Optimization exercise on an open flow, not production practice.
RTL: at most simulated, not proved equivalent.
Function not checked: run 3.
Power: default activity.

<file path="flow/design.v">
`timescale 1ns / 1ns
module br_cmp (
    input [31:0] a,
    input [31:0] b,
    input [2:0] f3,
    output reg taken
);
    wire eq = (a == b);
    wire lt = ($signed(a) < $signed(b));
    wire ltu = (a < b);
    always @(*) begin
        case (f3)
            3'b000:  taken = eq;
            3'b001:  taken = ~eq;
            3'b100:  taken = lt;
            3'b101:  taken = ~lt;
            3'b110:  taken = ltu;
            3'b111:  taken = ~ltu;
            default: taken = 1'b0;
        endcase
    end
endmodule
`timescale 1ns / 1ns
module ks_add #(
    parameter W = 32
) (
    input  [W-1:0] a,
    input  [W-1:0] b,
    output [W-1:0] s
);
    wire [W-1:0] ones = {W{1'b1}};
    wire [W-1:0] g0 = a & b;
    wire [W-1:0] p0 = a ^ b;
    wire [W-1:0] g1 = g0 | (p0 & (g0 << 1));
    wire [W-1:0] q1 = p0 & ((p0 << 1) | ~(ones << 1));
    wire [W-1:0] g2 = g1 | (q1 & (g1 << 2));
    wire [W-1:0] q2 = q1 & ((q1 << 2) | ~(ones << 2));
    wire [W-1:0] g3 = g2 | (q2 & (g2 << 4));
    wire [W-1:0] q3 = q2 & ((q2 << 4) | ~(ones << 4));
    wire [W-1:0] g4 = g3 | (q3 & (g3 << 8));
    wire [W-1:0] q4 = q3 & ((q3 << 8) | ~(ones << 8));
    wire [W-1:0] g5 = g4 | (q4 & (g4 << 16));
    wire [W-1:0] q5 = q4 & ((q4 << 16) | ~(ones << 16));
    wire [W-1:0] g6 = g5 | (q5 & (g5 << 32));
    assign s = p0 ^ (g6 << 1);
endmodule
`timescale 1ns / 1ns
module datapath (
    input clk,
    input rst,
    input [31:0] data_in,
    input [31:0] inst_in,
    output [1:0] read_en,
    output [1:0] write_en,
    output [31:0] data_addr,
    output [31:0] inst_addr,
    output [31:0] data_out
);
    wire stall;                  
    wire mispredict;             
    wire [31:0] redirect_pc;
    reg redirect;                
    reg [31:0] redirect_q;
    reg [31:0] rf[1:31];
    reg [31:0] pc;
    assign inst_addr = pc;
    wire [6:0] f_opc = inst_in[6:0];
    wire [2:0] f_f3 = inst_in[14:12];
    wire f_jal = (f_opc == 7'b1101111);
    wire f_br = (f_opc == 7'b1100011);
    wire f_same = (inst_in[19:15] == inst_in[24:20]);
    reg f_hint;
    always @(*) begin
        case (f_f3)
            3'b000:  f_hint = f_same;                   
            3'b001:  f_hint = ~f_same;                  
            3'b100:  f_hint = ~f_same;                  
            3'b101:  f_hint = 1'b1;                     
            3'b110:  f_hint = ~f_same;                  
            3'b111:  f_hint = f_same | inst_in[31];     
            default: f_hint = 1'b0;
        endcase
    end
    wire f_take = f_jal | (f_br & (f_hint | (inst_in[31] & ~f_same)));
    wire [31:0] f_immb = {{20{inst_in[31]}}, inst_in[7], inst_in[30:25], inst_in[11:8], 1'b0};
    wire [31:0] f_immj = {{12{inst_in[31]}}, inst_in[19:12], inst_in[20], inst_in[30:21], 1'b0};
    wire [31:0] f_targb, f_targj;
    ks_add #(.W(32)) f_add_b (.a(pc), .b(f_immb), .s(f_targb));
    ks_add #(.W(32)) f_add_j (.a(pc), .b(f_immj), .s(f_targj));
    wire [31:0] f_target = inst_in[3] ? f_targj : f_targb;
    wire [31:0] pc_seq = stall ? pc : pc + 32'd4;
    wire [31:0] pc_fetch = (f_take & ~stall) ? f_target : pc_seq;
    always @(posedge clk) begin
        if (rst) pc <= 32'd0;
        else if (redirect) pc <= redirect_q;
        else pc <= pc_fetch;
    end
    reg d_valid, d_pred;
    reg [31:0] d_ir, d_pc;
    always @(posedge clk) begin
        if (rst | redirect) d_valid <= 1'b0;
        else if (~stall) d_valid <= 1'b1;
        if (~stall) begin
            d_ir <= inst_in;
            d_pc <= pc;
            d_pred <= f_take;
        end
    end
    wire [6:0] d_opc = d_ir[6:0];
    wire [2:0] d_f3 = d_ir[14:12];
    wire [4:0] d_rs1 = d_ir[19:15];
    wire [4:0] d_rs2 = d_ir[24:20];
    wire [4:0] d_rd = d_ir[11:7];
    wire d_lui = (d_opc == 7'b0110111);
    wire d_auipc = (d_opc == 7'b0010111);
    wire d_jal = (d_opc == 7'b1101111);
    wire d_jalr = (d_opc == 7'b1100111);
    wire d_br = (d_opc == 7'b1100011);
    wire d_ld = (d_opc == 7'b0000011);
    wire d_st = (d_opc == 7'b0100011);
    wire d_opi = (d_opc == 7'b0010011);
    wire d_opr = (d_opc == 7'b0110011);
    wire d_use1 = d_jalr | d_br | d_ld | d_st | d_opi | d_opr;
    wire d_use2 = d_br | d_opr;          
    wire d_we = (d_lui | d_auipc | d_jal | d_jalr | d_ld | d_opi | d_opr) & (|d_rd);
    wire [31:0] d_immi = {{20{d_ir[31]}}, d_ir[31:20]};
    wire [31:0] d_imms = {{20{d_ir[31]}}, d_ir[31:25], d_ir[11:7]};
    wire [31:0] d_immb = {{20{d_ir[31]}}, d_ir[7], d_ir[30:25], d_ir[11:8], 1'b0};
    wire [31:0] d_immu = {d_ir[31:12], 12'b0};
    reg w_we;
    reg [4:0] w_rd;
    reg [31:0] w_data;
    wire [31:0] d_r1 = (d_rs1 == 5'd0) ? 32'd0 :
                       (w_we && w_rd == d_rs1) ? w_data : rf[d_rs1];
    wire [31:0] d_r2 = (d_rs2 == 5'd0) ? 32'd0 :
                       (w_we && w_rd == d_rs2) ? w_data : rf[d_rs2];
    wire [31:0] d_a = d_lui ? 32'd0 : d_auipc ? d_pc : d_r1;
    wire [31:0] d_b = (d_opr | d_br) ? d_r2 :
                      (d_lui | d_auipc) ? d_immu :
                      d_st ? d_imms : d_immi;
    wire [31:0] d_pc4 = d_pc + 32'd4;
    wire [31:0] d_alt = d_pred ? d_pc4 : d_pc + d_immb;
    reg e_we, e_ld;
    reg [4:0] e_rd;
    reg m_we;
    reg [4:0] m_rd;
    assign stall = d_valid & e_ld & e_we &
                   ((d_use1 & (d_rs1 == e_rd)) | (d_use2 & (d_rs2 == e_rd)));
    wire d_a_reg = d_use1 & (|d_rs1);
    wire d_b_reg = d_use2 & (|d_rs2);
    wire d_s_reg = d_st & (|d_rs2);
    wire e_hit1 = e_we & (e_rd == d_rs1);
    wire e_hit2 = e_we & (e_rd == d_rs2);
    wire m_hit1 = m_we & (m_rd == d_rs1);
    wire m_hit2 = m_we & (m_rd == d_rs2);
    wire d_alu = d_opi | d_opr;
    wire d_sub = (d_opr & d_f3 == 3'b000 & d_ir[30]) | (d_alu & (d_f3 == 3'b010 | d_f3 == 3'b011)) | d_br;
    wire d_link = d_jal | d_jalr;
    wire d_sel_add = ~d_link & (~d_alu | d_f3 == 3'b000);
    wire d_sel_sll = d_alu & d_f3 == 3'b001;
    wire d_sel_slt = d_alu & d_f3 == 3'b010;
    wire d_sel_sltu = d_alu & d_f3 == 3'b011;
    wire d_sel_xor = d_alu & d_f3 == 3'b100;
    wire d_sel_sr = d_alu & d_f3 == 3'b101;
    wire d_sel_or = d_alu & d_f3 == 3'b110;
    wire d_sel_and = d_alu & d_f3 == 3'b111;
    wire [1:0] d_rsize = (d_f3 == 3'b000 | d_f3 == 3'b100) ? 2'b01 :
                         (d_f3 == 3'b001 | d_f3 == 3'b101) ? 2'b10 :
                         (d_f3 == 3'b010) ? 2'b11 : 2'b00;
    wire [1:0] d_wsize = (d_f3 == 3'b000) ? 2'b01 :
                         (d_f3 == 3'b001) ? 2'b10 :
                         (d_f3 == 3'b010) ? 2'b11 : 2'b00;
    wire d_go = d_valid & ~stall & ~redirect;
    reg e_st, e_br, e_jalr, e_pred;
    reg [1:0] e_size;
    reg e_sign;
    reg [2:0] e_f3;
    reg e_sub, e_arith;
    reg e_sel_add, e_sel_sll, e_sel_slt, e_sel_sltu, e_sel_xor, e_sel_sr, e_sel_or, e_sel_and, e_sel_link;
    reg e_fa_e, e_fa_m, e_fb_e, e_fb_m, e_fs_e, e_fs_l, e_fs_m;
    reg [31:0] e_a, e_b, e_bx, e_s, e_pc4, e_alt;
    always @(posedge clk) begin
        if (rst | ~d_go) begin
            e_we <= 1'b0;
            e_ld <= 1'b0;
            e_st <= 1'b0;
            e_br <= 1'b0;
            e_jalr <= 1'b0;
        end else begin
            e_we <= d_we;
            e_ld <= d_ld;
            e_st <= d_st;
            e_br <= d_br;
            e_jalr <= d_jalr;
        end
        e_rd <= d_rd;
        e_pred <= d_pred;
        e_size <= d_ld ? d_rsize : d_wsize;
        e_sign <= ~d_f3[2];
        e_f3 <= d_f3;
        e_sub <= d_sub;
        e_arith <= d_ir[30];
        e_sel_add <= d_sel_add;
        e_sel_sll <= d_sel_sll;
        e_sel_slt <= d_sel_slt;
        e_sel_sltu <= d_sel_sltu;
        e_sel_xor <= d_sel_xor;
        e_sel_sr <= d_sel_sr;
        e_sel_or <= d_sel_or;
        e_sel_and <= d_sel_and;
        e_sel_link <= d_link;
        e_fa_e <= d_a_reg & e_hit1;
        e_fa_m <= d_a_reg & ~e_hit1 & m_hit1;
        e_fb_e <= d_b_reg & e_hit2;
        e_fb_m <= d_b_reg & ~e_hit2 & m_hit2;
        e_fs_e <= d_s_reg & e_hit2 & ~e_ld;
        e_fs_l <= d_s_reg & e_hit2 & e_ld;
        e_fs_m <= d_s_reg & ~e_hit2 & m_hit2;
        e_a <= d_a;
        e_b <= d_b;
        e_bx <= d_b ^ {32{d_sub}};
        e_s <= d_r2;
        e_pc4 <= d_pc4;
        e_alt <= d_alt;
    end
    reg [31:0] m_res;
    reg m_ld, m_sign;
    reg [1:0] m_rden, m_wren;
    wire [31:0] ld_ext;
    wire [31:0] a = e_fa_e ? m_res : e_fa_m ? w_data : e_a;
    wire [31:0] b = e_fb_e ? m_res : e_fb_m ? w_data : e_b;
    wire [31:0] s = e_fs_e ? m_res : e_fs_l ? ld_ext : e_fs_m ? w_data : e_s;
    wire [31:0] subv = {32{e_sub}};
    wire [31:0] bx = e_fb_e ? (m_res ^ subv) : e_fb_m ? (w_data ^ subv) : e_bx;
    wire [33:0] sum_x;
    ks_add #(.W(34)) alu_add (.a({1'b0, a, e_sub}), .b({1'b0, bx, e_sub}), .s(sum_x));
    wire [32:0] sum = sum_x[33:1];
    wire ltu = ~sum[32];
    wire lt = (a[31] ^ b[31]) ? a[31] : sum[31];
    wire [31:0] sll = a << b[4:0];
    wire [32:0] sr33 = $signed({e_arith & a[31], a}) >>> b[4:0];
    wire [31:0] e_other =
        ({32{e_sel_sll}} & sll) |
        ({32{e_sel_slt}} & {31'd0, lt}) |
        ({32{e_sel_sltu}} & {31'd0, ltu}) |
        ({32{e_sel_xor}} & (a ^ b)) |
        ({32{e_sel_sr}} & sr33[31:0]) |
        ({32{e_sel_or}} & (a | b)) |
        ({32{e_sel_and}} & (a & b)) |
        ({32{e_sel_link}} & e_pc4);
    wire [31:0] e_result = e_sel_add ? sum[31:0] : e_other;
    wire t_ee, t_em, t_er, t_me, t_mm, t_mr, t_re, t_rm, t_rr;
    br_cmp c_ee (.a(m_res),  .b(m_res),  .f3(e_f3), .taken(t_ee));
    br_cmp c_em (.a(m_res),  .b(w_data), .f3(e_f3), .taken(t_em));
    br_cmp c_er (.a(m_res),  .b(e_b),    .f3(e_f3), .taken(t_er));
    br_cmp c_me (.a(w_data), .b(m_res),  .f3(e_f3), .taken(t_me));
    br_cmp c_mm (.a(w_data), .b(w_data), .f3(e_f3), .taken(t_mm));
    br_cmp c_mr (.a(w_data), .b(e_b),    .f3(e_f3), .taken(t_mr));
    br_cmp c_re (.a(e_a),    .b(m_res),  .f3(e_f3), .taken(t_re));
    br_cmp c_rm (.a(e_a),    .b(w_data), .f3(e_f3), .taken(t_rm));
    br_cmp c_rr (.a(e_a),    .b(e_b),    .f3(e_f3), .taken(t_rr));
    wire e_fa_r = ~e_fa_e & ~e_fa_m;
    wire e_fb_r = ~e_fb_e & ~e_fb_m;
    wire taken = (e_fa_e & e_fb_e & t_ee) | (e_fa_e & e_fb_m & t_em) | (e_fa_e & e_fb_r & t_er) |
                 (e_fa_m & e_fb_e & t_me) | (e_fa_m & e_fb_m & t_mm) | (e_fa_m & e_fb_r & t_mr) |
                 (e_fa_r & e_fb_e & t_re) | (e_fa_r & e_fb_m & t_rm) | (e_fa_r & e_fb_r & t_rr);
    wire [31:0] j_e, j_m, j_r;
    ks_add #(.W(32)) j_add_e (.a(m_res), .b(e_b), .s(j_e));
    ks_add #(.W(32)) j_add_m (.a(w_data), .b(e_b), .s(j_m));
    ks_add #(.W(32)) j_add_r (.a(e_a), .b(e_b), .s(j_r));
    wire [31:0] j_target = e_fa_e ? j_e : e_fa_m ? j_m : j_r;
    assign mispredict = ((e_br & (taken ^ e_pred)) | e_jalr) & ~redirect;
    assign redirect_pc = e_jalr ? {j_target[31:1], 1'b0} : e_alt;
    always @(posedge clk) begin
        if (rst) redirect <= 1'b0;
        else redirect <= mispredict;
        redirect_q <= redirect_pc;
    end
    reg [31:0] m_sd;
    always @(posedge clk) begin
        if (rst) begin
            m_we <= 1'b0;
            m_ld <= 1'b0;
            m_rden <= 2'b00;
            m_wren <= 2'b00;
        end else begin
            m_we <= e_we & ~redirect;
            m_ld <= e_ld & ~redirect;
            m_rden <= (e_ld & ~redirect) ? e_size : 2'b00;
            m_wren <= (e_st & ~redirect) ? e_size : 2'b00;
        end
        m_rd <= e_rd;
        m_sign <= e_sign;
        m_res <= e_result;
        m_sd <= s;
    end
    assign data_addr = m_res;
    assign data_out = m_sd;
    assign read_en = m_rden;
    assign write_en = m_wren;
    assign ld_ext = (m_sign & m_rden == 2'b01) ? {{24{data_in[7]}}, data_in[7:0]} :
                    (m_sign & m_rden == 2'b10) ? {{16{data_in[15]}}, data_in[15:0]} :
                    data_in;
    always @(posedge clk) begin
        if (rst) w_we <= 1'b0;
        else w_we <= m_we;
        w_rd <= m_rd;
        w_data <= m_ld ? ld_ext : m_res;
    end
    always @(posedge clk) begin
        if (w_we) rf[w_rd] <= w_data;
    end
endmodule
</file>
<file path="flow/flow/run.sh">
#!/bin/bash
set -euo pipefail
MARGIN=7
sed -E "s/SETUP_SLACK_MARGIN=[0-9.]+/SETUP_SLACK_MARGIN=${MARGIN} MATCH_CELL_FOOTPRINT=0/" standard.sh > standard_margin.sh
grep -q "SETUP_SLACK_MARGIN=${MARGIN} MATCH_CELL_FOOTPRINT=0" standard_margin.sh
bash standard_margin.sh > make_finish.log 2>&1
</file>
<file path="flow/standard.sh">
#!/bin/bash
# synth_recipe.tcl (not shown) runs the flow's synth.tcl, then flattens the netlist and writes it again
# the make line also repeats each setting of config.mk as NAME=value (left out here)
make -C /OpenROAD-flow-scripts/flow DESIGN_CONFIG=/design/flow/config.mk WORK_HOME=/design/flow/orfs CLKGATE_MAP_FILE= SYNTH_SCRIPT=/design/flow/synth_recipe.tcl "${@:-finish}"
</file>
<file path="flow/config.mk">
export PLATFORM = sky130hd
export DESIGN_NAME = datapath
export DESIGN_NICKNAME = datapath
export VERILOG_FILES = /design/flow/design.v
export SDC_FILE = /design/flow/constraint.sdc
export NUM_CORES = 4
export LEC_CHECK = 0
export ABC_CLOCK_PERIOD_IN_PS = 3000
export CAP_MARGIN = 20
export CORE_MARGIN = 2
export CORE_UTILIZATION = 40
export PLACE_DENSITY = 0.6
export SETUP_SLACK_MARGIN = 5
export SLEW_MARGIN = 20
</file>
<file path="flow/constraint.sdc">
create_clock -name core_clock -period 10.0 [get_ports {clk}]
set_input_delay 2.0000 -clock core_clock [delete_from_list [all_inputs] [get_ports {clk}]]
set_output_delay 2.0000 -clock core_clock [all_outputs]
set_load 0.01 [all_outputs]
</file>
==> results of run 1 <==
## kinds of logic after synthesis
logic type | Yosys count | synth area share [%]
simple gates | 1505 | 7.92
fa+ha+maj | 496 | 7.26
xor+xnor | 344 | 3.50
mux | 851 | 17.4
flops | 1473 | 46.5
compound gates | 1847 | 14.1
buf+inv | 757 | 3.39
## cells in the mapped netlist, types with 11 or more instances
library cell  number  area [sq um]
a211o_1           13           114
a211oi_1         341          2560
ha_1             489          6120
o21ai_0          309          1550
and4_1            11          96.3
nand2_1          492          1850
a2111oi_0         23           201
a21o_1            76           571
nand3b_1          13          97.6
buf_2             43           215
o21bai_1          60           450
or3_1             22           138
dfxtp_1          416          8330
a221o_1           23           230
o21a_1            51           383
nand4_1           50           313
mux2i_1          285          2850
buf_1             86           323
nand2b_1          31           194
and3_1            47           294
nor3_1            72           360
or2_2             17           106
a22oi_1           22           165
mux2_2            54           608
nor2_1           524          1970
a22o_1            47           412
nor2b_1           60           375
and2_1            17           106
clkbuf_1         320          1200
o221ai_1          17           149
a221oi_1          27           236
o211ai_1          82           616
o22ai_1           21           131
a21oi_1          563          2820
xor2_1           125          1090
inv_1            292          1100
mux4_2           512         11500
o31ai_1           18           135
nor3b_1           12          90.1
xnor2_1          219          1920
nor4_1            33           206
a31oi_1           32           200
nand3_1           74           370
edfxtp_1        1057         31700
## worst reg2reg max path, delay by kind of cell, from the launching register on
| kind | cells | cell delay [ns] |
|---|---|---|
| adder cells (fa/ha/maj) | 2 | 0.41 |
| buffers and inverters | 1 | 0.05 |
| flip-flops | 1 | 0.42 |
| AND/OR/NAND/NOR | 3 | 0.60 |
| AO/OA/AOI/OAI | 8 | 2.33 |
## worst max-delay path by stage
stage / to / from / slack (ns)
floorplan: pc[29]$_SDFFE_PP0P_ / inst_in[21] / 5.52
global placement: pc[29]$_SDFFE_PP0P_ / inst_in[21] / 4.26
detailed placement: pc[29]$_SDFFE_PP0P_ / inst_in[21] / 4.27
CTS: pc[29]$_SDFFE_PP0P_ / inst_in[21] / 6.07
global route: pc[29]$_SDFFE_PP0P_ / inst_in[21] / 5.81
finish: pc[29]$_SDFFE_PP0P_ / inst_in[21] / 5.94
## what timing repair did
| item | 4_1_cts | 5_1_grt |
|---|---|---|
| pin swaps | 267 | 292 |
| resized for setup | 1449 | 458 |
| setup buffers | 452 | 187 |
| cloned | 46 | 16 |
| setup endpoints to repair | 450 | 317 |
## area by class of cell
| type | count | area (sq um) | share of cell area, % |
|---|---|---|---|
| antenna | 11 | 27.5 | 0.0248 |
| tap | 2838 | 3550 | 3.20 |
| timing repair inverter | 4 | 55.1 | 0.0497 |
| inverter | 298 | 1240 | 1.12 |
| clock inverter | 94 | 1060 | 0.960 |
| sequential | 1473 | 40600 | 36.6 |
| timing repair buffer | 1005 | 11000 | 9.94 |
| multi-input combinational | 5045 | 48800 | 44.0 |
| clock buffer | 214 | 4510 | 4.07 |
## where the power goes
group          total, mW  internal [mW]  leakage [nW]  switching (mW)
combinational       7.37           2.97          24.8            4.41
sequential          7.91           7.27          13.2           0.637
clock               6.36           3.59          2.70            2.77
total               21.6           13.8          40.7            7.82
## layer usage
| layer | track usage, % | vias up |
|---|---|---|
| met4 | 22.0 | 10 |
| met3 | 7.20 | 1131 |
| met1 | 42.6 | 35900 |
| li1 | - | 29500 |
| met5 | 0 | - |
| met2 | 52.6 | 4626 |
## stage by stage
step                utilization [%]  total power, mW  hold WS (ns)
floorplan                         -             11.0         0.310
finish                         51.7             21.6         0.344
global route                   51.7             22.2         0.356
detailed placement             42.9             13.1         0.320
global placement               42.9             13.1         0.316
CTS                            49.8             20.9         0.342
==> run_results.csv, run 1 <==
group,metric,value,unit
sta,max_freq,246,MHz
critical_path,setup.worst_path.start_class,"input pin",
floorplanning,start_util,40.2,%
sta,finClkSkew,0.0412,ns
critical_path,max_stage_delay,0.34,ns
global_routing,grt_use_total,33.8,%
logic_synthesis,ys_warn_count,2,
final_layout,syn_to_final_growth,28.6,%
hold_path,whs_path_depth,0,
clock_tree,hold_buffers,0,
logic_synthesis,yosysSeqAreaShare,46.5,%
logic_synthesis,ys_ff_latch,1473,
clock_tree,clock_latency,0.86,ns
critical_path,worstPathArrival,4.77,ns
pwr,power_density,195,nW/um^2
routing,drt_pass1_iterations,8,
floorplanning,die_w,468,um
critical_path,path_buf_inv,2,
clock_tree,ctsLongestPathBuffers,3,
critical_path,slowest_stage,"fa_2",
routing,dr_wl_met3,40000,um
routing,wl_met2,174000,um
sta,drv_slew,0,
clock_tree,cts_tree,"done",
critical_path,cp_num_cells,15,
critical_path,cpMostUsedCell,"a21oi_2",
placed_design,dp_hpwl,231000,um
final_layout,fin_area,111000,sq um
sta,finalCritPeriodShare,40.6,%
routing,routed_wl,384000,um
clock_tree,cts-htree-levels,4,
critical_path,crit_required,10.71,ns
logic_synthesis,synth_edf_count,1057,
placed_design,place_area,91900,sq um
critical_path,r2r_end,"redirect_q[28]$_DFF_P_",
final_layout,drive_above_1_share,34.0,%
global_routing,overflow,0,
final_layout,final_nets,8555,
critical_path,critPathCaptureType,"flop",
pwr,p_leak,40.7,nW
logic_synthesis,async_flop_share,0,%
logic_synthesis,ys.flop_type,"edfxtp_1",
clock_tree,cts_root_buffer,"clkbuf_16",
clock_tree,path_clk_slew,0.06,ns
floorplanning,rows,170,
sta,grt_setup_unrepaired,"true",
final_layout,final_cell_mix,"edfxtp_1 (1057), buf_4 (539), mux4_2 (512), nand2_1 (479), a21oi_1 (465)",
routing,post_drt_wl_per_cell,34.9,um
final_layout,final_cells,11000,
hold_path,min_to,"m_sign$_DFF_P_",
critical_path,cp_cell_sequence,"buf_8, ha_4, inv_2, fa_2, nand2b_4, a211oi_4, o211ai_1, a31oi_2, a21oi_2, a21oi_2, a41oi_2, a211o_1, xnor2_1, a211oi_1, nor3_1",
placed_design,port-buffer-count,165,
routing,drcViolationCount,0,
placed_design,dp.cells,9961,
placed_design,gp_congestion,1.01,
critical_path,crit_family,"compound AO/OA/AOI/OAI gates",
sta,slew_headroom,22.6,%
floorplanning,pin_count,166,
logic_synthesis,synth_area,86200,sq um
sta,layout_setup_ws,5.94,ns
sta,timing.final.crit_period,4.06,ns
critical_path,worstSetupPathType,"input pin to flop",
logic_synthesis,avgSynthCellArea,11.9,sq um
routing,vias,71100,
sta,worst_pin_slew,1.16,ns
hold_path,hp-class,"flop to flop",
routing,post_drt_via_cell_ratio,6.48,
global_routing,grt_max_degree,99,
pwr,max-vdd-ir-drop,0.000220,V
final_layout,nFillCells,18200,
final_layout,layout_commonest_cell,"edfxtp_1",
routing,drt_iter0_markers,9631,
clock_tree,numCtsBuffers,166,
global_routing,antenna_found_initial,26,
hold_path,worstHoldStart,"e_sign$_DFF_P_",
sta,finalSetupViolCount,0,
global_routing,grt_pass1_vias,68600,
clock_tree,cts_sinks,1473,
routing,wl_met1,140000,um
final_layout,largest_register,"rf",
critical_path,rrSetupSlack,6.06,ns
logic_synthesis,syn_nets,7835,
sta,fin_setup_tns,0,ns
critical_path,crit_fanout,3,
status,status,"no timing/DRC/antenna violations",
routing,top_layer,"met5",
job,cap_violations,0,
critical_path,r2r-start,"m_res[0]$_DFF_P_",
logic_synthesis,synth_cell_types,103,
routing,antenna_left,0,
floorplanning,core_area,214000,sq um
global_routing,grt_first_pass_wirelength,524000,um
final_layout,largest_register_ff_count,992,
sta,hold_viol_final,0,
placed_design,dp_slack,4.27,ns
floorplanning,fp.dieArea,219000,sq um
logic_synthesis,postSynthCellCount,7273,
critical_path,r2r_cells,14,
floorplanning,die_y,468,um
Testbench counts, summed over its fixed seeds: cycles 96,728.
==> run 2: changes to the inputs <==
--- a/flow/design.v
+++ b/flow/design.v
@@ -3,22 +3,16 @@
     input [31:0] a,
     input [31:0] b,
     input [2:0] f3,
-    output reg taken
+    output taken
 );
     wire eq = (a == b);
-    wire lt = ($signed(a) < $signed(b));
-    wire ltu = (a < b);
-    always @(*) begin
-        case (f3)
-            3'b000:  taken = eq;
-            3'b001:  taken = ~eq;
-            3'b100:  taken = lt;
-            3'b101:  taken = ~lt;
-            3'b110:  taken = ltu;
-            3'b111:  taken = ~ltu;
-            default: taken = 1'b0;
-        endcase
-    end
+    wire flip = ~f3[1];
+    wire [31:0] as = {a[31] ^ flip, a[30:0]};
+    wire [31:0] bs = {b[31] ^ flip, b[30:0]};
+    wire [33:0] d;
+    ks_add #(.W(34)) sub (.a({1'b0, as, 1'b1}), .b({1'b0, ~bs, 1'b1}), .s(d));
+    wire lt = ~d[33];
+    assign taken = f3[2] ? (lt ^ f3[0]) : (~f3[1] & (eq ^ f3[0]));
 endmodule
 `timescale 1ns / 1ns
 module ks_add #(
@@ -58,9 +52,9 @@
 );
     wire stall;                  
     wire mispredict;             
-    wire [31:0] redirect_pc;
     reg redirect;                
-    reg [31:0] redirect_q;
+    reg redirect_j;              
+    reg [31:0] redirect_jq, redirect_bq;
     reg [31:0] rf[1:31];
     reg [31:0] pc;
     assign inst_addr = pc;
@@ -84,15 +78,26 @@
     wire f_take = f_jal | (f_br & (f_hint | (inst_in[31] & ~f_same)));
     wire [31:0] f_immb = {{20{inst_in[31]}}, inst_in[7], inst_in[30:25], inst_in[11:8], 1'b0};
     wire [31:0] f_immj = {{12{inst_in[31]}}, inst_in[19:12], inst_in[20], inst_in[30:21], 1'b0};
-    wire [31:0] f_targb, f_targj;
-    ks_add #(.W(32)) f_add_b (.a(pc), .b(f_immb), .s(f_targb));
-    ks_add #(.W(32)) f_add_j (.a(pc), .b(f_immj), .s(f_targj));
+    wire [12:0] f_lowb;
+    wire [20:0] f_lowj;
+    ks_add #(.W(13)) f_add_b (.a({1'b0, pc[12:1]}), .b({1'b0, f_immb[12:1]}), .s(f_lowb));
+    ks_add #(.W(21)) f_add_j (.a({1'b0, pc[20:1]}), .b({1'b0, f_immj[20:1]}), .s(f_lowj));
+    wire [18:0] pc_hib_inc, pc_hib_dec;
+    wire [10:0] pc_hij_inc, pc_hij_dec;
+    ks_add #(.W(19)) hib_inc (.a(pc[31:13]), .b(19'd1), .s(pc_hib_inc));
+    ks_add #(.W(19)) hib_dec (.a(pc[31:13]), .b({19{1'b1}}), .s(pc_hib_dec));
+    ks_add #(.W(11)) hij_inc (.a(pc[31:21]), .b(11'd1), .s(pc_hij_inc));
+    ks_add #(.W(11)) hij_dec (.a(pc[31:21]), .b({11{1'b1}}), .s(pc_hij_dec));
+    wire [18:0] f_upb = (inst_in[31] == f_lowb[12]) ? pc[31:13] : (f_lowb[12] ? pc_hib_inc : pc_hib_dec);
+    wire [10:0] f_upj = (inst_in[31] == f_lowj[20]) ? pc[31:21] : (f_lowj[20] ? pc_hij_inc : pc_hij_dec);
+    wire [31:0] f_targb = {f_upb, f_lowb[11:0], 1'b0};
+    wire [31:0] f_targj = {f_upj, f_lowj[19:0], 1'b0};
     wire [31:0] f_target = inst_in[3] ? f_targj : f_targb;
     wire [31:0] pc_seq = stall ? pc : pc + 32'd4;
     wire [31:0] pc_fetch = (f_take & ~stall) ? f_target : pc_seq;
     always @(posedge clk) begin
         if (rst) pc <= 32'd0;
-        else if (redirect) pc <= redirect_q;
+        else if (redirect) pc <= redirect_j ? redirect_jq : redirect_bq;
         else pc <= pc_fetch;
     end
     reg d_valid, d_pred;
@@ -270,11 +275,12 @@
     ks_add #(.W(32)) j_add_r (.a(e_a), .b(e_b), .s(j_r));
     wire [31:0] j_target = e_fa_e ? j_e : e_fa_m ? j_m : j_r;
     assign mispredict = ((e_br & (taken ^ e_pred)) | e_jalr) & ~redirect;
-    assign redirect_pc = e_jalr ? {j_target[31:1], 1'b0} : e_alt;
     always @(posedge clk) begin
         if (rst) redirect <= 1'b0;
         else redirect <= mispredict;
-        redirect_q <= redirect_pc;
+        redirect_j <= e_jalr;
+        redirect_jq <= {j_target[31:1], 1'b0};
+        redirect_bq <= e_alt;
     end
     reg [31:0] m_sd;
     always @(posedge clk) begin
==> run 2 against run 1 <==
Against the previous run:
- largest cell class unchanged
- combinational power up 6.1%
- setup slack got worse by 0.16 ns
- global-route usage grew 1.8 points
- highest routed layer unchanged
==> run_results.csv, run 2 <==
group,metric,value,unit
logic_synthesis,ys_warn_count,1,
final_layout,drive_above_1_share,35.7,%
hold_path,hp-class,"flop to flop",
global_routing,grt_pass1_vias,69100,
routing,top_layer,"met5",
final_layout,largest_register_ff_count,992,
pwr,power,22.4,mW
final_layout,final_cell_mix,"edfxtp_1 (1057), buf_4 (549), mux4_2 (512), nand2_1 (465), nor2_1 (453)",
routing,post_drt_wl_per_cell,36.7,um
logic_synthesis,netlist_top_cells_area,"edfxtp_1 (37%), mux4_2 (13%), dfxtp_1 (10%), ha_1 (6.8%), mux2i_1 (3.7%)",
routing,drcViolationCount,0,
routing,drt_iter0_markers,9286,
final_layout,layout_commonest_cell,"edfxtp_1",
clock_tree,cts_tree,"done",
routing,wl_met2,184000,um
placed_design,dp.cells,10000,
critical_path,r2r-start,"e_fa_m$_DFF_P_",
critical_path,worstPathArrival,4.96,ns
routing,dr_wl_met3,39500,um
sta,timing.final.crit_period,4.22,ns
critical_path,path_buf_inv,3,
logic_synthesis,ys_ff_latch,1505,
routing,wl_met1,150000,um
placed_design,dp_hpwl,247000,um
clock_tree,clock_latency,0.86,ns
sta,worst_pin_slew,1.41,ns
logic_synthesis,synthTopCellsByCount,"edfxtp_1 (1057), nor2_1 (520), mux4_2 (512)",
routing,routed_wl,408000,um
global_routing,overflow,0,
global_routing,antenna_found_initial,25,
critical_path,cp_cell_sequence,"buf_8, ha_4, inv_2, fa_2, and2b_2, o221ai_4, a21o_4, a31oi_4, a2111oi_4, or2_4, buf_4, nand2_1, a311oi_2, a21oi_1, or3_1, a31oi_1",
placed_design,port-buffer-count,165,
clock_tree,path_clk_slew,0.06,ns
logic_synthesis,postSynthCellCount,7320,
logic_synthesis,yosysTopAreaCellShare,36.5,%
logic_synthesis,avgSynthCellArea,11.9,sq um
critical_path,max_stage_delay,0.45,ns
logic_synthesis,ys.flop_type,"edfxtp_1",
global_routing,grt_first_pass_wirelength,553000,um
sta,finalSetupViolCount,0,
logic_synthesis,async_flop_share,0,%
floorplanning,core_area,217000,sq um
critical_path,crit_required,10.74,ns
global_routing,grt_max_degree,80,
logic_synthesis,yosysMostFrequentCell,"edfxtp_1",
logic_synthesis,synth_cell_types,101,
sta,finClkSkew,0.0787,ns
pwr,max-vdd-ir-drop,0.000201,V
floorplanning,fp.dieArea,221000,sq um
routing,post_drt_via_cell_ratio,6.49,
clock_tree,cts_root_buffer,"clkbuf_16",
logic_synthesis,yosysTopAreaCell,"edfxtp_1",
routing,vias,72000,
status,status,"no timing/DRC/antenna violations",
critical_path,crit_fanout,4,
placed_design,dp_slack,4.04,ns
clock_tree,ctsLongestPathBuffers,3,
routing,drt_pass1_iterations,6,
logic_synthesis,synth_edf_count,1057,
pwr,p_leak,41.5,nW
clock_tree,hold_buffers,0,
floorplanning,start_util,40.1,%
floorplanning,die_w,470,um
clock_tree,numCtsBuffers,167,
routing,antenna_left,0,
critical_path,worstSetupPathType,"input pin to flop",
final_layout,final_nets,8629,
sta,fin_setup_tns,0,ns
critical_path,rrSetupSlack,5.97,ns
floorplanning,rows,171,
clock_tree,cts_sinks,1505,
placed_design,gp_congestion,1.05,
clock_tree,cts-htree-levels,4,
sta,finalCritPeriodShare,42.2,%
critical_path,crit_family,"compound AO/OA/AOI/OAI gates",
floorplanning,pin_count,166,
logic_synthesis,synth_area,86900,sq um
critical_path,slowest_stage,"a2111oi_4",
sta,grt_setup_unrepaired,"true",
final_layout,syn_to_final_growth,30.2,%
critical_path,startpoint,"inst_in[21]",
floorplanning,die_y,470,um
pwr,power_density,198,nW/um^2
sta,max_freq,237,MHz
critical_path,critPathCaptureType,"flop",
logic_synthesis,syn_nets,7862,
final_layout,largest_register,"rf",
logic_synthesis,yosysSeqAreaShare,46.9,%
final_layout,final_cells,11100,
hold_path,worstHoldStart,"e_alt[12]$_DFF_P_",
sta,hold_viol_final,0,
sta,layout_setup_ws,5.78,ns
global_routing,grt_use_total,35.6,%
job,cap_violations,0,
sta,drv_slew,0,
critical_path,setup.worst_path.start_class,"input pin",
sta,slew_headroom,5.55,%
## run 2: changes by cell type in the layout (fill, tap and decap cells not counted), moves of 17 or more
cell / previous run / this run
mux2i_1: 232 / 281
a211oi_1: 219 / 201
dfxtp_1: 239 / 258
ha_1: 396 / 372
buf_6: 186 / 215
dfxtp_2: 60 / 92
buf_12: 87 / 113
a21oi_1: 465 / 384
a21o_1: 74 / 91
dfxtp_4: 117 / 98
a21oi_4: 15 / 37
## run 2: final cells by class
type | instances | area (sq um)
fill | 18400 | 103000
multi-input combinational | 5039 | 49200
sequential | 1505 | 41200
timing repair buffer | 1076 | 12100
clock buffer | 212 | 4550
tap | 2854 | 3570
inverter | 298 | 1220
clock inverter | 98 | 1200
antenna | 11 | 27.5
## run 2: metal layers
layer | track usage [%] | up-vias
li1 | - | 29700
met3 | 7.41 | 1127
met5 | 0 | -
met4 | 24.4 | 8
met1 | 44.6 | 36600
met2 | 55.3 | 4586
## run 2: kinds of logic (layout without fill, tap and decap cells)
group / Yosys count / after routing / synth area share, %
other: 0 / 11 / 0
AND/OR/NAND/NOR: 1522 / 1525 / 8.02
multiplexers: 881 / 881 / 17.6
flip-flops: 1505 / 1505 / 46.9
XOR/XNOR: 333 / 333 / 3.38
buffers and inverters: 781 / 1684 / 3.49
adder cells (fa/ha/maj): 476 / 476 / 6.92
AO/OA/AOI/OAI: 1822 / 1824 / 13.7
## run 2: metrics by stage
stage / util [%] / hold WS (ns) / area, sq um
2_1_floorplan: - / 0.310 / 87700
3_3_place_gp: 42.7 / 0.311 / 92500
3_5_place_dp: 42.7 / 0.312 / 92500
4_1_cts: 50.5 / 0.312 / 109000
5_1_grt: 52.2 / 0.325 / 113000
6_report: 52.2 / 0.316 / 113000
## run 2: path summary, 6_finish.rpt
check / to / cells past startpoint
max: pc[31]$_SDFFE_PP0P_ / 16
min: redirect_bq[12]$_DFF_P_ / 0
max reg2reg: m_res[0]$_DFF_P_ / 18
min reg2reg: redirect_bq[12]$_DFF_P_ / 0
## run 2: repair_timing
action	CTS	global route
resized for setup	1808	424
pin swaps	306	289
buffers inserted	482	208
setup endpoints to repair	536	383
gates cloned	46	12
## run 2: power breakdown
part / total (mW) / internal (mW) / switching (mW)
sequential: 8.03 / 7.44 / 0.591
clock: 6.53 / 3.70 / 2.83
combinational: 7.82 / 3.12 / 4.69
total: 22.4 / 14.3 / 8.11
## run 2: worst register-to-register path: cells and delay by family (launching register included)
kind / cells / cell delay (ns)
adder cells (fa/ha/maj): 1 / 0.25
multiplexers: 3 / 0.79
flip-flops: 1 / 0.49
buffers and inverters: 4 / 0.51
AO/OA/AOI/OAI: 10 / 1.91
Testbench counts of run 2, summed over its fixed seeds: cycles 96,728.
==> run 3: changes to the inputs <==
--- a/flow/design.v
+++ b/flow/design.v
@@ -3,40 +3,22 @@
     input [31:0] a,
     input [31:0] b,
     input [2:0] f3,
-    output taken
+    output reg taken
 );
     wire eq = (a == b);
-    wire flip = ~f3[1];
-    wire [31:0] as = {a[31] ^ flip, a[30:0]};
-    wire [31:0] bs = {b[31] ^ flip, b[30:0]};
-    wire [33:0] d;
-    ks_add #(.W(34)) sub (.a({1'b0, as, 1'b1}), .b({1'b0, ~bs, 1'b1}), .s(d));
-    wire lt = ~d[33];
-    assign taken = f3[2] ? (lt ^ f3[0]) : (~f3[1] & (eq ^ f3[0]));
-endmodule
-`timescale 1ns / 1ns
-module ks_add #(
-    parameter W = 32
-) (
-    input  [W-1:0] a,
-    input  [W-1:0] b,
-    output [W-1:0] s
-);
-    wire [W-1:0] ones = {W{1'b1}};
-    wire [W-1:0] g0 = a & b;
-    wire [W-1:0] p0 = a ^ b;
-    wire [W-1:0] g1 = g0 | (p0 & (g0 << 1));
-    wire [W-1:0] q1 = p0 & ((p0 << 1) | ~(ones << 1));
-    wire [W-1:0] g2 = g1 | (q1 & (g1 << 2));
-    wire [W-1:0] q2 = q1 & ((q1 << 2) | ~(ones << 2));
-    wire [W-1:0] g3 = g2 | (q2 & (g2 << 4));
-    wire [W-1:0] q3 = q2 & ((q2 << 4) | ~(ones << 4));
-    wire [W-1:0] g4 = g3 | (q3 & (g3 << 8));
-    wire [W-1:0] q4 = q3 & ((q3 << 8) | ~(ones << 8));
-    wire [W-1:0] g5 = g4 | (q4 & (g4 << 16));
-    wire [W-1:0] q5 = q4 & ((q4 << 16) | ~(ones << 16));
-    wire [W-1:0] g6 = g5 | (q5 & (g5 << 32));
-    assign s = p0 ^ (g6 << 1);
+    wire lt = ($signed(a) < $signed(b));
+    wire ltu = (a < b);
+    always @(*) begin
+        case (f3)
+            3'b000:  taken = eq;
+            3'b001:  taken = ~eq;
+            3'b100:  taken = lt;
+            3'b101:  taken = ~lt;
+            3'b110:  taken = ltu;
+            3'b111:  taken = ~ltu;
+            default: taken = 1'b0;
+        endcase
+    end
 endmodule
 `timescale 1ns / 1ns
 module datapath (
@@ -51,10 +33,8 @@
     output [31:0] data_out
 );
     wire stall;                  
-    wire mispredict;             
-    reg redirect;                
-    reg redirect_j;              
-    reg [31:0] redirect_jq, redirect_bq;
+    wire redirect;               
+    wire [31:0] redirect_pc;
     reg [31:0] rf[1:31];
     reg [31:0] pc;
     assign inst_addr = pc;
@@ -76,20 +56,18 @@
         endcase
     end
     wire f_take = f_jal | (f_br & (f_hint | (inst_in[31] & ~f_same)));
-    wire [31:0] f_immb = {{20{inst_in[31]}}, inst_in[7], inst_in[30:25], inst_in[11:8], 1'b0};
-    wire [31:0] f_immj = {{12{inst_in[31]}}, inst_in[19:12], inst_in[20], inst_in[30:21], 1'b0};
-    wire [12:0] f_lowb;
-    wire [20:0] f_lowj;
-    ks_add #(.W(13)) f_add_b (.a({1'b0, pc[12:1]}), .b({1'b0, f_immb[12:1]}), .s(f_lowb));
-    ks_add #(.W(21)) f_add_j (.a({1'b0, pc[20:1]}), .b({1'b0, f_immj[20:1]}), .s(f_lowj));
-    wire [18:0] pc_hib_inc, pc_hib_dec;
-    wire [10:0] pc_hij_inc, pc_hij_dec;
-    ks_add #(.W(19)) hib_inc (.a(pc[31:13]), .b(19'd1), .s(pc_hib_inc));
-    ks_add #(.W(19)) hib_dec (.a(pc[31:13]), .b({19{1'b1}}), .s(pc_hib_dec));
-    ks_add #(.W(11)) hij_inc (.a(pc[31:21]), .b(11'd1), .s(pc_hij_inc));
-    ks_add #(.W(11)) hij_dec (.a(pc[31:21]), .b({11{1'b1}}), .s(pc_hij_dec));
-    wire [18:0] f_upb = (inst_in[31] == f_lowb[12]) ? pc[31:13] : (f_lowb[12] ? pc_hib_inc : pc_hib_dec);
-    wire [10:0] f_upj = (inst_in[31] == f_lowj[20]) ? pc[31:21] : (f_lowj[20] ? pc_hij_inc : pc_hij_dec);
+    wire [11:0] f_offb = {inst_in[31], inst_in[7], inst_in[30:25], inst_in[11:8]};                
+    wire [19:0] f_offj = {inst_in[31], inst_in[19:12], inst_in[20], inst_in[30:21]};              
+    wire [12:0] f_lowb = {1'b0, pc[12:1]} + {1'b0, f_offb};
+    wire [20:0] f_lowj = {1'b0, pc[20:1]} + {1'b0, f_offj};
+    wire [18:0] pc_hib = pc[31:13];
+    wire [18:0] pc_hib_inc = pc[31:13] + 19'd1;
+    wire [18:0] pc_hib_dec = pc[31:13] - 19'd1;
+    wire [10:0] pc_hij = pc[31:21];
+    wire [10:0] pc_hij_inc = pc[31:21] + 11'd1;
+    wire [10:0] pc_hij_dec = pc[31:21] - 11'd1;
+    wire [18:0] f_upb = (inst_in[31] == f_lowb[12]) ? pc_hib : (f_lowb[12] ? pc_hib_inc : pc_hib_dec);
+    wire [10:0] f_upj = (inst_in[31] == f_lowj[20]) ? pc_hij : (f_lowj[20] ? pc_hij_inc : pc_hij_dec);
     wire [31:0] f_targb = {f_upb, f_lowb[11:0], 1'b0};
     wire [31:0] f_targj = {f_upj, f_lowj[19:0], 1'b0};
     wire [31:0] f_target = inst_in[3] ? f_targj : f_targb;
@@ -97,7 +75,7 @@
     wire [31:0] pc_fetch = (f_take & ~stall) ? f_target : pc_seq;
     always @(posedge clk) begin
         if (rst) pc <= 32'd0;
-        else if (redirect) pc <= redirect_j ? redirect_jq : redirect_bq;
+        else if (redirect) pc <= redirect_pc;
         else pc <= pc_fetch;
     end
     reg d_valid, d_pred;
@@ -183,7 +161,7 @@
     reg e_sub, e_arith;
     reg e_sel_add, e_sel_sll, e_sel_slt, e_sel_sltu, e_sel_xor, e_sel_sr, e_sel_or, e_sel_and, e_sel_link;
     reg e_fa_e, e_fa_m, e_fb_e, e_fb_m, e_fs_e, e_fs_l, e_fs_m;
-    reg [31:0] e_a, e_b, e_bx, e_s, e_pc4, e_alt;
+    reg [31:0] e_a, e_b, e_s, e_pc4, e_alt;
     always @(posedge clk) begin
         if (rst | ~d_go) begin
             e_we <= 1'b0;
@@ -223,7 +201,6 @@
         e_fs_m <= d_s_reg & ~e_hit2 & m_hit2;
         e_a <= d_a;
         e_b <= d_b;
-        e_bx <= d_b ^ {32{d_sub}};
         e_s <= d_r2;
         e_pc4 <= d_pc4;
         e_alt <= d_alt;
@@ -235,16 +212,13 @@
     wire [31:0] a = e_fa_e ? m_res : e_fa_m ? w_data : e_a;
     wire [31:0] b = e_fb_e ? m_res : e_fb_m ? w_data : e_b;
     wire [31:0] s = e_fs_e ? m_res : e_fs_l ? ld_ext : e_fs_m ? w_data : e_s;
-    wire [31:0] subv = {32{e_sub}};
-    wire [31:0] bx = e_fb_e ? (m_res ^ subv) : e_fb_m ? (w_data ^ subv) : e_bx;
-    wire [33:0] sum_x;
-    ks_add #(.W(34)) alu_add (.a({1'b0, a, e_sub}), .b({1'b0, bx, e_sub}), .s(sum_x));
-    wire [32:0] sum = sum_x[33:1];
+    wire [32:0] sum = {1'b0, a} + {1'b0, b ^ {32{e_sub}}} + {32'd0, e_sub};
     wire ltu = ~sum[32];
     wire lt = (a[31] ^ b[31]) ? a[31] : sum[31];
     wire [31:0] sll = a << b[4:0];
     wire [32:0] sr33 = $signed({e_arith & a[31], a}) >>> b[4:0];
-    wire [31:0] e_other =
+    wire [31:0] e_result =
+        ({32{e_sel_add}} & sum[31:0]) |
         ({32{e_sel_sll}} & sll) |
         ({32{e_sel_slt}} & {31'd0, lt}) |
         ({32{e_sel_sltu}} & {31'd0, ltu}) |
@@ -253,7 +227,6 @@
         ({32{e_sel_or}} & (a | b)) |
         ({32{e_sel_and}} & (a & b)) |
         ({32{e_sel_link}} & e_pc4);
-    wire [31:0] e_result = e_sel_add ? sum[31:0] : e_other;
     wire t_ee, t_em, t_er, t_me, t_mm, t_mr, t_re, t_rm, t_rr;
     br_cmp c_ee (.a(m_res),  .b(m_res),  .f3(e_f3), .taken(t_ee));
     br_cmp c_em (.a(m_res),  .b(w_data), .f3(e_f3), .taken(t_em));
@@ -269,19 +242,12 @@
     wire taken = (e_fa_e & e_fb_e & t_ee) | (e_fa_e & e_fb_m & t_em) | (e_fa_e & e_fb_r & t_er) |
                  (e_fa_m & e_fb_e & t_me) | (e_fa_m & e_fb_m & t_mm) | (e_fa_m & e_fb_r & t_mr) |
                  (e_fa_r & e_fb_e & t_re) | (e_fa_r & e_fb_m & t_rm) | (e_fa_r & e_fb_r & t_rr);
-    wire [31:0] j_e, j_m, j_r;
-    ks_add #(.W(32)) j_add_e (.a(m_res), .b(e_b), .s(j_e));
-    ks_add #(.W(32)) j_add_m (.a(w_data), .b(e_b), .s(j_m));
-    ks_add #(.W(32)) j_add_r (.a(e_a), .b(e_b), .s(j_r));
+    wire [31:0] j_e = m_res + e_b;
+    wire [31:0] j_m = w_data + e_b;
+    wire [31:0] j_r = e_a + e_b;
     wire [31:0] j_target = e_fa_e ? j_e : e_fa_m ? j_m : j_r;
-    assign mispredict = ((e_br & (taken ^ e_pred)) | e_jalr) & ~redirect;
-    always @(posedge clk) begin
-        if (rst) redirect <= 1'b0;
-        else redirect <= mispredict;
-        redirect_j <= e_jalr;
-        redirect_jq <= {j_target[31:1], 1'b0};
-        redirect_bq <= e_alt;
-    end
+    assign redirect = (e_br & (taken ^ e_pred)) | e_jalr;
+    assign redirect_pc = e_jalr ? {j_target[31:1], 1'b0} : e_alt;
     reg [31:0] m_sd;
     always @(posedge clk) begin
         if (rst) begin
@@ -290,10 +256,10 @@
             m_rden <= 2'b00;
             m_wren <= 2'b00;
         end else begin
-            m_we <= e_we & ~redirect;
-            m_ld <= e_ld & ~redirect;
-            m_rden <= (e_ld & ~redirect) ? e_size : 2'b00;
-            m_wren <= (e_st & ~redirect) ? e_size : 2'b00;
+            m_we <= e_we;
+            m_ld <= e_ld;
+            m_rden <= e_ld ? e_size : 2'b00;
+            m_wren <= e_st ? e_size : 2'b00;
         end
         m_rd <= e_rd;
         m_sign <= e_sign;
==> flow/flow/run.sh (replaced) <==
#!/bin/bash
set -euo pipefail
MARGIN=7
sed -E "s/SETUP_SLACK_MARGIN=[0-9.]+/SETUP_SLACK_MARGIN=${MARGIN}/" standard.sh > standard_margin.sh
grep -q "SETUP_SLACK_MARGIN=${MARGIN}" standard_margin.sh
bash standard_margin.sh > make_finish.log 2>&1
==> run 3 against run 2 <==
Against the previous run:
- still clean on timing, DRC and antenna
- die area down 7.8%
- critical path depth up 9
- maximum frequency down 21%
- non-clock buffer count down 312
- wire length down 18%
- critical endpoint unchanged
==> run_results.csv, run 3 <==
group,metric,value,unit
logic_synthesis,synth_edf_count,1057,
sta,whs,0.343,ns
global_routing,grt_max_degree,68,
final_layout,drive_above_1_share,29.6,%
sta,finClkSkew,0.0702,ns
clock_tree,ctsLongestPathBuffers,3,
final_layout,final_cell_mix,"edfxtp_1 (1057), mux4_2 (534), nand2_1 (477), nor2_1 (417), a21oi_1 (390)",
pwr,max-vdd-ir-drop,0.000191,V
placed_design,port-buffer-count,165,
clock_tree,cts_root_buffer,"clkbuf_16",
logic_synthesis,ys_warn_count,2,
logic_synthesis,async_flop_share,0,%
hold_path,hp-class,"flop to flop",
routing,antenna_left,0,
routing,drt_pass1_iterations,6,
global_routing,overflow,0,
critical_path,slowest_stage,"fa_2",
sta,drv_slew,0,
critical_path,crit_family,"compound AO/OA/AOI/OAI gates",
clock_tree,hold_buffers,0,
sta,max_freq,187,MHz
pwr,p_leak,35.9,nW
floorplanning,start_util,40.2,%
sta,worst_pin_slew,1.14,ns
placed_design,gp_congestion,0.956,
final_layout,largest_register_ff_count,992,
global_routing,grt_pass1_vias,60700,
logic_synthesis,synth_cell_types,92,
final_layout,fin_area,99100,sq um
sta,slew_headroom,23.9,%
critical_path,worstSetupPathType,"input pin to flop",
floorplanning,pin_count,166,
clock_tree,cts_sinks,1408,
clock_tree,cts-htree-levels,4,
logic_synthesis,postSynthCellCount,6483,
sta,hold_viol_final,0,
sta,grt_setup_unrepaired,"true",
critical_path,rrSetupSlack,5.06,ns
final_layout,layout_commonest_cell,"edfxtp_1",
logic_synthesis,synthTopCellsByCount,"edfxtp_1 (1057), mux4_2 (534), nand2_1 (483)",
critical_path,crit_required,10.74,ns
logic_synthesis,yosysSeqAreaShare,48.4,%
routing,vias,63000,
floorplanning,die_y,451,um
logic_synthesis,netlist_top_cells_area,"edfxtp_1 (40%), mux4_2 (15%), dfxtp_1 (8.8%), ha_1 (6.8%), mux2i_1 (3.4%)",
logic_synthesis,yosysTopAreaCellShare,39.7,%
pwr,power_density,184,nW/um^2
routing,routed_wl,333000,um
critical_path,max_stage_delay,0.34,ns
floorplanning,die_w,451,um
logic_synthesis,synth_area,80000,sq um
job,cap_violations,0,
critical_path,worstPathArrival,6.09,ns
floorplanning,rows,164,
floorplanning,fp.dieArea,204000,sq um
logic_synthesis,ys.flop_type,"edfxtp_1",
sta,timing.final.crit_period,5.35,ns
global_routing,grt_first_pass_wirelength,459000,um
final_layout,syn_to_final_growth,23.8,%
logic_synthesis,ys_ff_latch,1408,
critical_path,setup.worst_path.start_class,"input pin",
clock_tree,path_clk_slew,0.06,ns
logic_synthesis,yosysTopAreaCell,"edfxtp_1",
critical_path,crit_fanout,4,
logic_synthesis,avgSynthCellArea,12.3,sq um
floorplanning,core_area,199000,sq um
routing,drt_iter0_markers,8127,
clock_tree,numCtsBuffers,157,
final_layout,final_nets,7511,
status,status,"no timing/DRC/antenna violations",
clock_tree,clock_latency,0.87,ns
routing,post_drt_via_cell_ratio,6.43,
critical_path,path_buf_inv,5,
sta,finalCritPeriodShare,53.5,%
sta,finalSetupViolCount,0,
critical_path,critPathCaptureType,"flop",
routing,drcViolationCount,0,
routing,post_drt_wl_per_cell,34.0,um
clock_tree,cts_tree,"done",
placed_design,place_area,85400,sq um
logic_synthesis,yosysMostFrequentCell,"edfxtp_1",
sta,fin_setup_tns,0,ns
final_layout,largest_register,"rf",
placed_design,dp_hpwl,205000,um
logic_synthesis,syn_nets,6990,
global_routing,antenna_found_initial,21,
global_routing,grt_use_total,31.6,%
-- run 3: cell types whose count changed after synthesis, moves of 31 or more --
cell      previous run  this run
mux2i_1            322       274
clkbuf_1           339       288
a211oi_1           322       235
inv_1              295       222
a21oi_1            505       446
ha_1               469       434
xnor2_1            209       135
nor2_1             520       462
nor3_1              84        51
o21bai_1            47        13
xor2_1             123        92
dfxtp_1            448       351
nand3_1             75       111
-- run 3: layer usage --
layer  up-vias  GRT usage, %  share of wire (%)
li1      26400             -                  -
met1     32000          39.9                 37
met2      3722          49.6                 46
met3       792          6.37                9.6
met4         4          20.2                7.5
met5         -             0             0.0084
-- run 3: timing repair --
action                                  CTS  global route
cloned                                   28             9
setup buffers                           324           116
endpoints found under the hold margin     0             0
gates resized for setup                1145           272
pin swaps                               155           134
setup endpoints to repair               416           263
-- run 3: worst paths after layout --
| kind | start | endpoint | cells past startpoint |
|---|---|---|---|
| max | inst_in[8] | pc[31]$_SDFFE_PP0P_ | 25 |
| min | e_sign$_DFF_P_ | m_sign$_DFF_P_ | 0 |
| min reg2reg | e_sign$_DFF_P_ | m_sign$_DFF_P_ | 0 |
| max reg2reg | e_fa_m$_DFF_P_ | pc[30]$_SDFFE_PP0P_ | 16 |
-- run 3: cell families (layout without fill, tap and decap cells) --
| family | after synthesis | count (layout) | synth area share (%) |
|---|---|---|---|
| simple gates | 1398 | 1399 | 7.93 |
| flops | 1408 | 1408 | 48.4 |
| compound gates | 1554 | 1554 | 12.5 |
| mux | 826 | 826 | 18.7 |
| xor+xnor | 227 | 227 | 2.48 |
| fa+ha+maj | 441 | 441 | 6.96 |
| other cells | 0 | 7 | 0 |
| buf+inv | 629 | 1274 | 3.00 |
-- run 3: cell type report --
| type | instances | area (sq um) |
|---|---|---|
| diodes | 7 | 17.5 |
| clock buffers | 203 | 4290 |
| clock inverters | 81 | 986 |
| fillers | 17100 | 100000 |
| inverters | 226 | 870 |
| multi-input cells | 4447 | 41900 |
| flip-flops and latches | 1408 | 39200 |
| well taps | 2656 | 3320 |
| repair buffers | 764 | 8510 |
-- run 3: power breakdown --
group	internal (mW)	leakage [nW]	switching (mW)
Sequential	6.96	12.6	0.777
Clock	3.36	2.54	2.61
Combinational	1.91	20.8	2.65
-- run 3: per-stage QoR --
stage	cells	setup slack [ns]	util, %	total power [mW]
finish	9792	4.65	49.7	18.3
global route	9788	4.45	49.7	18.8
CTS	9660	4.54	48.6	17.9
detailed placement	9024	2.55	42.9	11.2
global placement	9024	2.52	42.9	11.1
floorplan	6483	4.13	-	9.57
==> run 4: changes to the inputs <==
--- a/flow/design.v
+++ b/flow/design.v
@@ -1,25 +1,3 @@
-`timescale 1ns / 1ns
-module br_cmp (
-    input [31:0] a,
-    input [31:0] b,
-    input [2:0] f3,
-    output reg taken
-);
-    wire eq = (a == b);
-    wire lt = ($signed(a) < $signed(b));
-    wire ltu = (a < b);
-    always @(*) begin
-        case (f3)
-            3'b000:  taken = eq;
-            3'b001:  taken = ~eq;
-            3'b100:  taken = lt;
-            3'b101:  taken = ~lt;
-            3'b110:  taken = ltu;
-            3'b111:  taken = ~ltu;
-            default: taken = 1'b0;
-        endcase
-    end
-endmodule
 `timescale 1ns / 1ns
 module datapath (
     input clk,
@@ -56,27 +34,16 @@
         endcase
     end
     wire f_take = f_jal | (f_br & (f_hint | (inst_in[31] & ~f_same)));
-    wire [11:0] f_offb = {inst_in[31], inst_in[7], inst_in[30:25], inst_in[11:8]};                
-    wire [19:0] f_offj = {inst_in[31], inst_in[19:12], inst_in[20], inst_in[30:21]};              
-    wire [12:0] f_lowb = {1'b0, pc[12:1]} + {1'b0, f_offb};
-    wire [20:0] f_lowj = {1'b0, pc[20:1]} + {1'b0, f_offj};
-    wire [18:0] pc_hib = pc[31:13];
-    wire [18:0] pc_hib_inc = pc[31:13] + 19'd1;
-    wire [18:0] pc_hib_dec = pc[31:13] - 19'd1;
-    wire [10:0] pc_hij = pc[31:21];
-    wire [10:0] pc_hij_inc = pc[31:21] + 11'd1;
-    wire [10:0] pc_hij_dec = pc[31:21] - 11'd1;
-    wire [18:0] f_upb = (inst_in[31] == f_lowb[12]) ? pc_hib : (f_lowb[12] ? pc_hib_inc : pc_hib_dec);
-    wire [10:0] f_upj = (inst_in[31] == f_lowj[20]) ? pc_hij : (f_lowj[20] ? pc_hij_inc : pc_hij_dec);
-    wire [31:0] f_targb = {f_upb, f_lowb[11:0], 1'b0};
-    wire [31:0] f_targj = {f_upj, f_lowj[19:0], 1'b0};
-    wire [31:0] f_target = inst_in[3] ? f_targj : f_targb;
-    wire [31:0] pc_seq = stall ? pc : pc + 32'd4;
-    wire [31:0] pc_fetch = (f_take & ~stall) ? f_target : pc_seq;
+    wire [31:0] f_immb = {{20{inst_in[31]}}, inst_in[7], inst_in[30:25], inst_in[11:8], 1'b0};
+    wire [31:0] f_immj = {{12{inst_in[31]}}, inst_in[19:12], inst_in[20], inst_in[30:21], 1'b0};
+    wire [31:0] f_imm = inst_in[3] ? f_immj : f_immb;
+    wire [31:0] f_target = pc + f_imm;
+    wire [31:0] pc_base = redirect ? redirect_pc : (stall ? pc : pc + 32'd4);
+    wire f_use_target = f_take & ~stall & ~redirect;
     always @(posedge clk) begin
         if (rst) pc <= 32'd0;
-        else if (redirect) pc <= redirect_pc;
-        else pc <= pc_fetch;
+        else if (f_use_target) pc <= f_target;
+        else pc <= pc_base;
     end
     reg d_valid, d_pred;
     reg [31:0] d_ir, d_pc;
@@ -215,6 +182,7 @@
     wire [32:0] sum = {1'b0, a} + {1'b0, b ^ {32{e_sub}}} + {32'd0, e_sub};
     wire ltu = ~sum[32];
     wire lt = (a[31] ^ b[31]) ? a[31] : sum[31];
+    wire eq = (a == b);
     wire [31:0] sll = a << b[4:0];
     wire [32:0] sr33 = $signed({e_arith & a[31], a}) >>> b[4:0];
     wire [31:0] e_result =
@@ -227,27 +195,20 @@
         ({32{e_sel_or}} & (a | b)) |
         ({32{e_sel_and}} & (a & b)) |
         ({32{e_sel_link}} & e_pc4);
-    wire t_ee, t_em, t_er, t_me, t_mm, t_mr, t_re, t_rm, t_rr;
-    br_cmp c_ee (.a(m_res),  .b(m_res),  .f3(e_f3), .taken(t_ee));
-    br_cmp c_em (.a(m_res),  .b(w_data), .f3(e_f3), .taken(t_em));
-    br_cmp c_er (.a(m_res),  .b(e_b),    .f3(e_f3), .taken(t_er));
-    br_cmp c_me (.a(w_data), .b(m_res),  .f3(e_f3), .taken(t_me));
-    br_cmp c_mm (.a(w_data), .b(w_data), .f3(e_f3), .taken(t_mm));
-    br_cmp c_mr (.a(w_data), .b(e_b),    .f3(e_f3), .taken(t_mr));
-    br_cmp c_re (.a(e_a),    .b(m_res),  .f3(e_f3), .taken(t_re));
-    br_cmp c_rm (.a(e_a),    .b(w_data), .f3(e_f3), .taken(t_rm));
-    br_cmp c_rr (.a(e_a),    .b(e_b),    .f3(e_f3), .taken(t_rr));
-    wire e_fa_r = ~e_fa_e & ~e_fa_m;
-    wire e_fb_r = ~e_fb_e & ~e_fb_m;
-    wire taken = (e_fa_e & e_fb_e & t_ee) | (e_fa_e & e_fb_m & t_em) | (e_fa_e & e_fb_r & t_er) |
-                 (e_fa_m & e_fb_e & t_me) | (e_fa_m & e_fb_m & t_mm) | (e_fa_m & e_fb_r & t_mr) |
-                 (e_fa_r & e_fb_e & t_re) | (e_fa_r & e_fb_m & t_rm) | (e_fa_r & e_fb_r & t_rr);
-    wire [31:0] j_e = m_res + e_b;
-    wire [31:0] j_m = w_data + e_b;
-    wire [31:0] j_r = e_a + e_b;
-    wire [31:0] j_target = e_fa_e ? j_e : e_fa_m ? j_m : j_r;
+    reg taken;
+    always @(*) begin
+        case (e_f3)
+            3'b000:  taken = eq;
+            3'b001:  taken = ~eq;
+            3'b100:  taken = lt;
+            3'b101:  taken = ~lt;
+            3'b110:  taken = ltu;
+            3'b111:  taken = ~ltu;
+            default: taken = 1'b0;
+        endcase
+    end
     assign redirect = (e_br & (taken ^ e_pred)) | e_jalr;
-    assign redirect_pc = e_jalr ? {j_target[31:1], 1'b0} : e_alt;
+    assign redirect_pc = e_jalr ? {sum[31:1], 1'b0} : e_alt;
     reg [31:0] m_sd;
     always @(posedge clk) begin
         if (rst) begin
==> flow/run.sh (new file) <==
#!/bin/bash
# synth_recipe.tcl (not shown) runs the flow's synth.tcl, then flattens the netlist and writes it again
# the make line also repeats each setting of config.mk as NAME=value (left out here)
make -C /OpenROAD-flow-scripts/flow DESIGN_CONFIG=/design/flow/config.mk WORK_HOME=/design/flow/orfs CLKGATE_MAP_FILE= SYNTH_SCRIPT=/design/flow/synth_recipe.tcl finish
removed: flow/flow/run.sh
removed: flow/standard.sh
==> run 4 against run 3 <==
Against the previous run:
- maximum frequency rose by 9.0%
- highest routed layer unchanged
- non-clock buffer count fell by 415
- final area fell by 16%
- global-route usage fell by 3.4 points
- first-iteration DRC count fell by 22%
==> run_results.csv, run 4 <==
group,metric,value,unit
logic_synthesis,netlist_top_cells_area,"edfxtp_1 (44%), mux4_2 (17%), dfxtp_1 (9.7%), mux2i_1 (3.2%), ha_1 (2.7%)",
routing,drt_iter0_markers,6308,
logic_synthesis,ys.flop_type,"edfxtp_1",
routing,routed_wl,265000,um
final_layout,drive_above_1_share,20.7,%
final_layout,seqCellArea,38800,sq um
sta,finalSetupViolCount,0,
routing,drt_pass1_iterations,6,
floorplanning,die_w,430,um
sta,hold_viol_final,0,
placed_design,gp_congestion,0.966,
logic_synthesis,ys_warn_count,1,
sta,max_freq,204,MHz
clock_tree,numCtsBuffers,153,
sta,worst_pin_slew,1.31,ns
clock_tree,path_clk_slew,0.06,ns
hold_path,hp-class,"flop to flop",
final_layout,final_nets,5822,
critical_path,crit_required,10.68,ns
sta,grt_setup_unrepaired,"false",
pwr,p_leak,28.6,nW
hold_path,whs_path_depth,0,
logic_synthesis,async_flop_share,0,%
routing,post_drt_via_cell_ratio,6.30,
logic_synthesis,avgSynthCellArea,13.3,sq um
logic_synthesis,yosysTopAreaCellShare,43.7,%
clock_tree,clock_latency,0.85,ns
critical_path,path_buf_inv,2,
clock_tree,cts_sinks,1408,
job,cap_violations,0,
floorplanning,start_util,40.2,%
sta,slew_headroom,12.6,%
final_layout,largest_register,"rf",
floorplanning,pin_count,166,
clock_tree,cts_root_buffer,"clkbuf_16",
final_layout,largest_register_ff_count,992,
global_routing,grt_max_degree,129,
floorplanning,rows,156,
critical_path,cp_num_cells,17,
placed_design,port-buffer-count,165,
logic_synthesis,synthTopCellsByCount,"edfxtp_1 (1057), mux4_2 (552), nand2_1 (459)",
logic_synthesis,yosysTopAreaCell,"edfxtp_1",
logic_synthesis,ys_ff_latch,1408,
sta,timing.final.crit_period,4.91,ns
logic_synthesis,yosysSeqAreaShare,53.4,%
logic_synthesis,postSynthCellCount,5476,
global_routing,grt_use_total,28.2,%
critical_path,worstPathArrival,5.58,ns
floorplanning,fp.dieArea,185000,sq um
logic_synthesis,synth_area,72600,sq um
placed_design,dp_slack,3.13,ns
sta,fin_setup_tns,0,ns
critical_path,slowest_stage,"a311oi_1",
logic_synthesis,synth_cell_types,93,
critical_path,cpMostUsedCell,"a21oi_1",
critical_path,crit_family,"compound AO/OA/AOI/OAI gates",
critical_path,worstSetupPathType,"flop to flop",
final_layout,final_cell_mix,"edfxtp_1 (1057), mux4_2 (552), nand2_1 (457), nor2_1 (395), dfxtp_1 (321)",
sta,drv_slew,0,
clock_tree,hold_buffers,0,
sta,finalCritPeriodShare,49.1,%
routing,drcViolationCount,0,
critical_path,setup.worst_path.start_class,"flop",
logic_synthesis,synth_edf_count,1057,
sta,layout_setup_ws,5.09,ns
routing,post_drt_wl_per_cell,32.7,um
global_routing,grt_first_pass_wirelength,372000,um
critical_path,max_stage_delay,0.61,ns
clock_tree,cts_tree,"done",
critical_path,critPathCaptureType,"flop",
floorplanning,die_y,430,um
critical_path,cp_cell_sequence,"bufbuf_16, mux2i_1, nor2_1, a21oi_1, xnor2_1, ha_1, a21oi_1, o21ai_0, a311oi_1, and3b_1, o21ai_1, nand3_4, nor3_4, buf_2, or4_1, a31oi_2, a211oi_2",
critical_path,r2r_cells,17,
status,status,"no timing/DRC/antenna violations",
logic_synthesis,yosysMostFrequentCell,"edfxtp_1",
global_routing,overflow,0,
pwr,max-vdd-ir-drop,0.000177,V
pwr,power_density,192,nW/um^2
global_routing,grt_pass1_vias,50200,
clock_tree,cts-htree-levels,4,
final_layout,syn_to_final_growth,14.7,%
final_layout,nFillCells,15900,
floorplanning,core_area,181000,sq um
sta,finClkSkew,0.0609,ns
placed_design,dp_hpwl,174000,um
global_routing,antenna_found_initial,8,
routing,vias,50900,
final_layout,layout_commonest_cell,"edfxtp_1",
final_layout,multi_input_area,32500,sq um
routing,antenna_left,0,
critical_path,crit_fanout,16,
logic_synthesis,syn_nets,5703,
clock_tree,ctsLongestPathBuffers,3,
run 4: routing by layer:
metal  global-route usage, %  up-vias  part of all wire (%)  wire length (um)
met5                       0        -                0.0087                23
met3                    5.02      707                   8.1             21400
met4                    19.2        4                   7.9             21000
li1                        -    21600                     -                 -
met1                    34.5    26000                    37             96900
met2                    45.5     2667                    47            125000
run 4: path summary, 6_finish.rpt:
path	start	to	slack (ns)
worst min register to register	e_sign$_DFF_P_	m_sign$_DFF_P_	0.33
worst min-delay path	e_sign$_DFF_P_	m_sign$_DFF_P_	0.33
worst max-delay path	e_fb_m$_DFF_P_	pc[31]$_SDFFE_PP0P_	5.09
worst max register to register	e_fb_m$_DFF_P_	pc[31]$_SDFFE_PP0P_	5.09
run 4: stage by stage:
step | util [%] | hold slack, ns | total power [mW] | instance area (sq um) | cells
final | 46.1 | 0.335 | 16.0 | 83300 | 8086
after global routing | 46.1 | 0.335 | 16.4 | 83300 | 8084
after CTS | 45.8 | 0.334 | 16.0 | 82800 | 8049
after detailed placement | 42.7 | 0.320 | 10.0 | 77100 | 7755
after global placement | 42.7 | 0.316 | 10.0 | 77100 | 7755
after floorplan | - | 0.310 | 8.69 | 72600 | 5476
run 4: power breakdown:
group	internal [mW]	switching, mW	total [mW]
clock network	3.46	2.48	5.94
logic	0.917	1.71	2.63
registers	6.98	0.466	7.44
run 4: cell type report:
class / instances / area share [%]
diodes: 2 / 0.00601
clock inverters: 83 / 1.36
flip-flops and latches: 1408 / 46.6
clock buffers: 191 / 4.94
multi-input cells: 3569 / 39.0
well taps: 2370 / 3.56
inverters: 114 / 0.514
repair buffers: 349 / 3.99
run 4: timing repair:
action,CTS,global route
pin swaps,11,17
buffers inserted,16,30
endpoints found under the setup margin,44,40
gates resized for setup,52,72
gates cloned,4,3
run 4: cells by family (layout without fill, tap and decap cells):
family	after synthesis	count (layout)	share of synthesized area, %
flops	1408	1408	53.4
simple gates	1215	1217	7.32
compound gates	1151	1152	10.2
mux	840	840	21.2
buf+inv	502	737	2.70
xor+xnor	199	199	2.40
fa+ha+maj	161	161	2.81
other cells	0	2	0
Testbench counts of run 4, summed over its fixed seeds: cycles 93,449.
